This design comes from an exercise in tuning for small area, a short achievable clock period and few clock cycles on the open sky130 flow, not from production work.
Power and IR drop assume default switching activity.

==> job 5105: inputs <==
==> flow/design.v <==
module gerenciador(
    input clk,
    input botao_rst,
    input [31:0] entrada,
    output [31:0] saida
    );
    wire reset = botao_rst | entrada[29];
    reg        rd;         
    reg        wack;       
    reg        rv;         
    reg [4:0]  wcnt;
    reg [3:0]  rcnt;
    reg [7:0]  dout;       
    reg  [7:0] p;
    reg  [7:0] k;
    reg        v1, v2, f1, f2;
    reg signed [15:0] prod;
    reg signed [20:0] acc;
    wire cap = !rd && !wack && entrada[31];
    always @(posedge clk) begin
        if (reset) begin
            rd <= 1'b0; wack <= 1'b0; rv <= 1'b0;
            wcnt <= 5'd0; rcnt <= 4'd0; dout <= 8'd0;
            v1 <= 1'b0; v2 <= 1'b0;
        end else begin
            v1 <= cap;
            v2 <= v1;
            if (!rd) begin
                if (cap) wack <= 1'b1;
                if (wack && !entrada[31]) begin
                    wack <= 1'b0;
                    if (wcnt == 5'd24) begin
                        wcnt <= 5'd0;
                        rd <= 1'b1;
                        rv <= 1'b1;
                        dout <= 8'd0;
                    end else
                        wcnt <= wcnt + 5'd1;
                end
            end else begin
                if (rv && entrada[30]) begin
                    rv <= 1'b0;
                    if (rcnt == 4'd8) begin
                        rcnt <= 4'd0;
                        rd <= 1'b0;
                    end else
                        rcnt <= rcnt + 4'd1;
                end
                if (!rv && !entrada[30]) begin
                    rv <= 1'b1;
                    if (rcnt == 4'd4)
                        dout <= acc[20] ? 8'd0 : (|acc[19:8]) ? 8'd255 : acc[7:0];
                    else
                        dout <= 8'd0;
                end
            end
        end
    end
    always @(posedge clk) begin
        if (cap) begin
            p <= entrada[7:0];
            k <= entrada[15:8];
        end
        f1 <= (wcnt == 5'd0);
        f2 <= f1;
        prod <= $signed({1'b0, p}) * $signed(k);
        if (v2)
            acc <= (f2 ? 21'sd0 : acc) + prod;
    end
    assign saida = {wack, rv, 22'd0, dout};
endmodule
==> flow/run.sh <==
#!/bin/bash
# synth_recipe.tcl (not shown) runs the flow's synth.tcl, then flattens the netlist and writes it again
# the make line also repeats each setting of config.mk as NAME=value (left out here)
make -C /OpenROAD-flow-scripts/flow DESIGN_CONFIG=/design/flow/config.mk WORK_HOME=/design/flow/orfs CLKGATE_MAP_FILE= SYNTH_SCRIPT=/design/flow/synth_recipe.tcl finish
==> flow/config.mk <==
export PLATFORM = sky130hd
export DESIGN_NAME = gerenciador
export DESIGN_NICKNAME = gerenciador
export VERILOG_FILES = /design/flow/design.v
export SDC_FILE = /design/flow/constraint.sdc
export NUM_CORES = 4
export LEC_CHECK = 0
export CAP_MARGIN = 20
export CORE_MARGIN = 2
export CORE_UTILIZATION = 40
export SLEW_MARGIN = 20
==> flow/constraint.sdc <==
create_clock -name core_clock -period 10.0 [get_ports {clk}]
set_input_delay 2.0000 -clock core_clock [delete_from_list [all_inputs] [get_ports {clk}]]
set_output_delay 2.0000 -clock core_clock [all_outputs]
set_load 0.01 [all_outputs]
==> job 4158 (differences from job 5105) <==
==> flow/design.v, changed modules only <==
module gerenciador(
    input clk,
    input botao_rst,
    input [31:0] entrada,
    output [31:0] saida
    );
    wire reset = botao_rst | entrada[29];
    reg        rd;         
    reg        wack;       
    reg        rv;         
    reg [4:0]  cnt;        
    reg [7:0]  dout;       
    reg        clr;        
    reg        phA, phB;   
    wire cap = !rd && !wack && entrada[31];
    reg  [15:0] S;         
    reg  [15:1] C;         
    reg  [4:0]  U;         
    reg  [1:0]  q;         
    localparam [20:0] INIT = 21'h138C80;
    wire [7:0] res = U[4] ? 8'd0 : (|{U[3:0], S[15:8]}) ? 8'd255 : S[7:0];
    always @(posedge clk) begin
        if (reset) begin
            rd <= 1'b0; wack <= 1'b0; rv <= 1'b0;
            cnt <= 5'd0;
            phA <= 1'b0; phB <= 1'b0;
            clr <= 1'b1;
        end else begin
            phA <= cap;
            phB <= phA;
            if (cap) clr <= 1'b0;
            if (!rd) begin
                if (cap) wack <= 1'b1;
                if (wack && !entrada[31]) begin
                    wack <= 1'b0;
                    if (cnt == 5'd24) begin
                        cnt <= 5'd0;
                        rd <= 1'b1;
                        rv <= 1'b1;
                        dout <= 8'd0;
                    end else
                        cnt <= cnt + 5'd1;
                end
            end else begin
                if (rv && entrada[30]) begin
                    rv <= 1'b0;
                    if (cnt == 5'd8) begin
                        cnt <= 5'd0;
                        rd <= 1'b0;
                    end else
                        cnt <= cnt + 5'd1;
                end
                if (!rv && !entrada[30]) begin
                    rv <= 1'b1;
                    if (cnt == 5'd4) begin
                        dout <= res;
                        clr <= 1'b1;
                    end else
                        dout <= 8'd0;
                end
            end
        end
    end
    reg [7:0] p, k;
    always @(posedge clk)
        if (cap) begin
            p <= entrada[7:0];
            k <= entrada[15:8];
        end
    wire [3:0] kA = k[3:0] & {4{phA}};
    wire [2:0] kB = k[6:4] & {3{phB}};
    reg  [15:0] row [0:3];
    integer j, b;
    always @(*) begin
        for (j = 0; j < 4; j = j + 1) begin
            row[j] = 16'd0;
            for (b = 0; b < 16; b = b + 1) begin
                if (b - j >= 0 && b - j <= 7)
                    row[j][b] = row[j][b] | (p[b-j] & kA[j]);
                if (b - j - 4 >= 0 && b - j - 4 <= 7) begin
                    if (j < 3)
                        row[j][b] = row[j][b] | (p[b-j-4] & kB[j]);
                    else
                        row[j][b] = row[j][b] | (phB & ~(k[7] & p[b-7]));
                end
            end
        end
    end
    reg [15:0] s [0:4];
    reg [16:0] c [0:4];
    reg [3:0]  co;
    integer l;
    always @(*) begin
        s[0] = clr ? INIT[15:0] : S;
        c[0] = clr ? 17'd0 : {1'b0, C, 1'b0};
        for (l = 1; l <= 4; l = l + 1) begin
            s[l] = s[l-1] ^ c[l-1][15:0] ^ row[l-1];
            c[l] = {(s[l-1] & c[l-1][15:0]) | (s[l-1] & row[l-1]) | (c[l-1][15:0] & row[l-1]), 1'b0};
            co[l-1] = c[l][16];
        end
    end
    always @(posedge clk) begin
        S <= s[4];
        C <= c[4][15:1];
        q <= clr ? 2'd0 : {(co[0] & co[1]) | (co[0] & co[2]) | (co[0] & co[3]) |
                           (co[1] & co[2]) | (co[1] & co[3]) | (co[2] & co[3]),
                           co[0] ^ co[1] ^ co[2] ^ co[3]};
        U <= clr ? INIT[20:16] : U + {3'd0, q};
    end
    assign saida = {wack, rv, 22'd0, dout};
endmodule
==> job 2369 (differences from job 5105) <==
==> flow/design.v, changed modules only <==
module gerenciador(
    input clk,
    input botao_rst,
    input [31:0] entrada,
    output [31:0] saida
    );
    wire reset = botao_rst | entrada[29];
    reg        rd;         
    reg        wack;       
    reg        rv;         
    reg [4:0]  cnt;        
    reg [7:0]  dout;       
    reg        clr;        
    reg        phA, phB;   
    wire cap = !rd && !wack && entrada[31];
    reg  [15:0] S;         
    reg  [15:1] C;         
    reg  [4:0]  U;         
    reg  [1:0]  q;         
    localparam [20:0] INIT = 21'h138C80;
    wire [7:0] res = U[4] ? 8'd0 : (|{U[3:0], S[15:8]}) ? 8'd255 : S[7:0];
    always @(posedge clk) begin
        if (reset) begin
            rd <= 1'b0; wack <= 1'b0; rv <= 1'b0;
            cnt <= 5'd0;
            phA <= 1'b0; phB <= 1'b0;
            clr <= 1'b1;
        end else begin
            phA <= cap;
            phB <= phA;
            if (cap) clr <= 1'b0;
            if (!rd) begin
                if (cap) wack <= 1'b1;
                if (wack && !entrada[31]) begin
                    wack <= 1'b0;
                    if (cnt == 5'd24) begin
                        cnt <= 5'd0;
                        rd <= 1'b1;
                        rv <= 1'b1;
                    end else
                        cnt <= cnt + 5'd1;
                end
            end else begin
                if (rv && entrada[30]) begin
                    rv <= 1'b0;
                    if (cnt == 5'd8) begin
                        cnt <= 5'd0;
                        rd <= 1'b0;
                        clr <= 1'b1;
                    end else
                        cnt <= cnt + 5'd1;
                end
                if (!rv && !entrada[30]) begin
                    rv <= 1'b1;
                end
            end
        end
    end
    reg [7:0] p, k;
    always @(posedge clk)
        if (cap) begin
            p <= entrada[7:0];
            k <= entrada[15:8];
        end
    wire [3:0] kA = {k[6], k[4], k[2], k[0]} & {4{phA}};
    wire [2:0] kB = {k[5], k[3], k[1]} & {3{phB}};
    reg  [15:0] row [0:3];
    integer j, b;
    always @(*) begin
        for (j = 0; j < 4; j = j + 1) begin
            row[j] = 16'd0;
            for (b = 0; b < 16; b = b + 1) begin
                if (b - 2*j >= 0 && b - 2*j <= 7)
                    row[j][b] = row[j][b] | (p[b-2*j] & kA[j]);
                if (b - 2*j - 1 >= 0 && b - 2*j - 1 <= 7) begin
                    if (j < 3)
                        row[j][b] = row[j][b] | (p[b-2*j-1] & kB[j]);
                    else
                        row[j][b] = row[j][b] | (phB & ~(k[7] & p[b-7]));
                end
            end
        end
    end
    wire [15:0] s0 = clr ? INIT[15:0] : S;
    wire [15:1] c0 = clr ? 15'd0 : C;
    wire [15:0] sl [0:4];
    wire [16:0] cl [0:4];
    wire [3:0]  co;
    assign sl[0] = s0;
    assign cl[0] = {1'b0, c0, 1'b0};
    genvar gl, gb;
    generate
        for (gl = 1; gl <= 4; gl = gl + 1) begin : lev
            assign cl[gl][0] = 1'b0;
            for (gb = 0; gb < 16; gb = gb + 1) begin : col
                localparam HASROW = (gb >= 2*(gl-1) && gb <= 2*(gl-1) + 8);
                localparam HASC = (gb >= 1) && (gb >= gl - 1);
                if (HASROW && HASC) begin : f
                    fadd u (.a(sl[gl-1][gb]), .b(cl[gl-1][gb]), .c(row[gl-1][gb]),
                            .s(sl[gl][gb]), .co(cl[gl][gb+1]));
                end else if (HASC) begin : h
                    hadd u (.a(sl[gl-1][gb]), .b(cl[gl-1][gb]),
                            .s(sl[gl][gb]), .co(cl[gl][gb+1]));
                end else if (HASROW) begin : hr
                    hadd u (.a(sl[gl-1][gb]), .b(row[gl-1][gb]),
                            .s(sl[gl][gb]), .co(cl[gl][gb+1]));
                end else begin : w
                    assign sl[gl][gb] = sl[gl-1][gb];
                    assign cl[gl][gb+1] = 1'b0;
                end
            end
            assign co[gl-1] = cl[gl][16];
        end
    endgenerate
    always @(posedge clk)
        dout <= (rd && cnt == 5'd4) ? res : 8'd0;
    always @(posedge clk) begin
        S <= sl[4];
        C <= cl[4][15:1];
        q <= clr ? 2'd0 : {(co[0] & co[1]) | (co[0] & co[2]) | (co[0] & co[3]) |
                           (co[1] & co[2]) | (co[1] & co[3]) | (co[2] & co[3]),
                           co[0] ^ co[1] ^ co[2] ^ co[3]};
        U <= clr ? INIT[20:16] : U + {3'd0, q};
    end
    assign saida = {wack, rv, 22'd0, dout};
endmodule
module fadd(input a, input b, input c, output s, output co);
    assign s = a ^ b ^ c;
    assign co = (a & b) | (a & c) | (b & c);
endmodule
module hadd(input a, input b, output s, output co);
    assign s = a ^ b;
    assign co = a & b;
endmodule
==> flow/flow/run.sh (new file) <==
#!/bin/bash
# Standard synthesis and layout, with timing repair aimed below the clock period, fast
# port buffers and no dummy clock loads. Each step's output goes to its own log in the
# work folder.
set -euo pipefail
bash standard.sh synth > synth.log 2>&1
export BUFFER_PORTS_ARGS="-buffer_cell sky130_fd_sc_hd__buf_2"
export SETUP_SLACK_MARGIN=7
export CTS_ARGS="-sink_clustering_enable -repair_clock_nets -dont_use_dummy_load"
bash standard.sh finish > layout.log 2>&1
==> flow/standard.sh (new file) <==
#!/bin/bash
# synth_recipe.tcl (not shown) runs the flow's synth.tcl, then flattens the netlist and writes it again
# the make line also repeats each setting of config.mk as NAME=value (left out here)
make -C /OpenROAD-flow-scripts/flow DESIGN_CONFIG=/design/flow/config.mk WORK_HOME=/design/flow/orfs CLKGATE_MAP_FILE= SYNTH_SCRIPT=/design/flow/synth_recipe.tcl "${@:-finish}"
--- a/flow/config.mk
+++ b/flow/config.mk
@@ -10,2 +10,4 @@
 export CORE_UTILIZATION = 40
 export SLEW_MARGIN = 20
+export SYNTH_HIERARCHICAL = 1
+export SYNTH_MINIMUM_KEEP_SIZE = 0
removed: flow/run.sh
==> summary.txt <==
|  | job 5105 | job 2369 | job 4158 |
|---|---|---|---|
| Outcome | timing/DRC/antenna clean | timing/DRC/antenna clean | timing/DRC/antenna clean |
| P_sw | 0.443 mW | 0.123 mW | 0.144 mW |
| Multi-Input Combinational | 466 | 239 | 246 |
| Total clock sinks | 77 | 70 | 70 |
| Non-clock inverter total of the final layout | 60 | 9 | 44 |
| Slowest library cell on the worst path | sky130_fd_sc_hd__fa_1 | sky130_fd_sc_hd__fa_1 | sky130_fd_sc_hd__nor2_1 |
| Simple-Gate Fraction of Synth Area | 17.4% | 13.2% | 13.9% |
| Via count | 4159 | 2345 | 2565 |
| Met1 track utilization from global routing | 18.7% | 18.5% | 20.6% |
| Share of power burned in combinational logic | 41.6% | 7.6% | 6.2% |
| Clock buffer cells | 11 | 9 | 9 |
| Fraction of standard cell area in multi-input logic | 55.5% | 51.6% | 47.2% |
| Share of the final layout cell area in sequential cells | 28.8% | 36.8% | 34.9% |
| Number of warnings issued by yosys | 1 | 9 | 4 |
| Setup repair after global routing missed its margin | no | yes | no |
| Design Area, Final | 6650 µm² | 4260 µm² | 4700 µm² |
| Most common cell type on the critical path | sky130_fd_sc_hd__fa_1 | sky130_fd_sc_hd__fa_1 | - |
| Switching part of the total | 36.5% | 23.5% | 24.9% |
| Adder-Cell Fraction of Synth Area | 26.2% | 27.1% | 27.7% |
| Total placed cells including tap cells | 819 | 482 | 527 |
| Required time at the worst-slack endpoint | 10.25 ns | 10.23 ns | 10.00 ns |
| Worst IR Drop VDD | 0.117 mV | 0.0637 mV | 0.0637 mV |
| LEAKAGE | 2.86 nW | 1.84 nW | 1.92 nW |
| Die span in y | 126 µm | 103 µm | 106 µm |
| Post-synthesis register bit count | 77 | 70 | 70 |
| Max FFs per register | 21 | 16 | 16 |
No run of this note included a check of the RTL's function; only the layout flow was run.

==> re-timing with driven ports <==
The flow's constraints put no driver on any port. The routed layouts listed below were extracted and timed again, unchanged, in two steps.
Step 1: set_driving_cell puts a clkbuf_16 on clk and a buf_2 on each other input, an assumption about the parent block.
Step 2 times the ports against the registers' clock, not the clock port: input delays grow and output delays shrink by t, the midpoint of the rising clock arrivals with the driver on.
Slacks: ideal ports / drivers / drivers and shift; pairs: ideal ports / drivers.
run	t (ns)	setup slack, ns	hold slack, ns	clock arrival spread, ns	worst data-port slew with drivers (ns)
job 5105	0.383	5.532 / 5.532 / 5.532	0.331 / 0.331 / 0.331	0.010 / 0.010	0.03
job 4158	0.387	6.548 / 6.557 / 6.171	0.505 / 0.505 / 0.505	0.009 / 0.009	0.03
job 2369	0.372	7.077 / 7.076 / 6.868	0.452 / 0.452 / 0.452	0.019 / 0.020	0.03
After both steps setup and hold are still met in every run listed. The setup slack of job 4158, which loses most, moves by +0.009 ns with the drivers and by -0.377 ns with both steps.
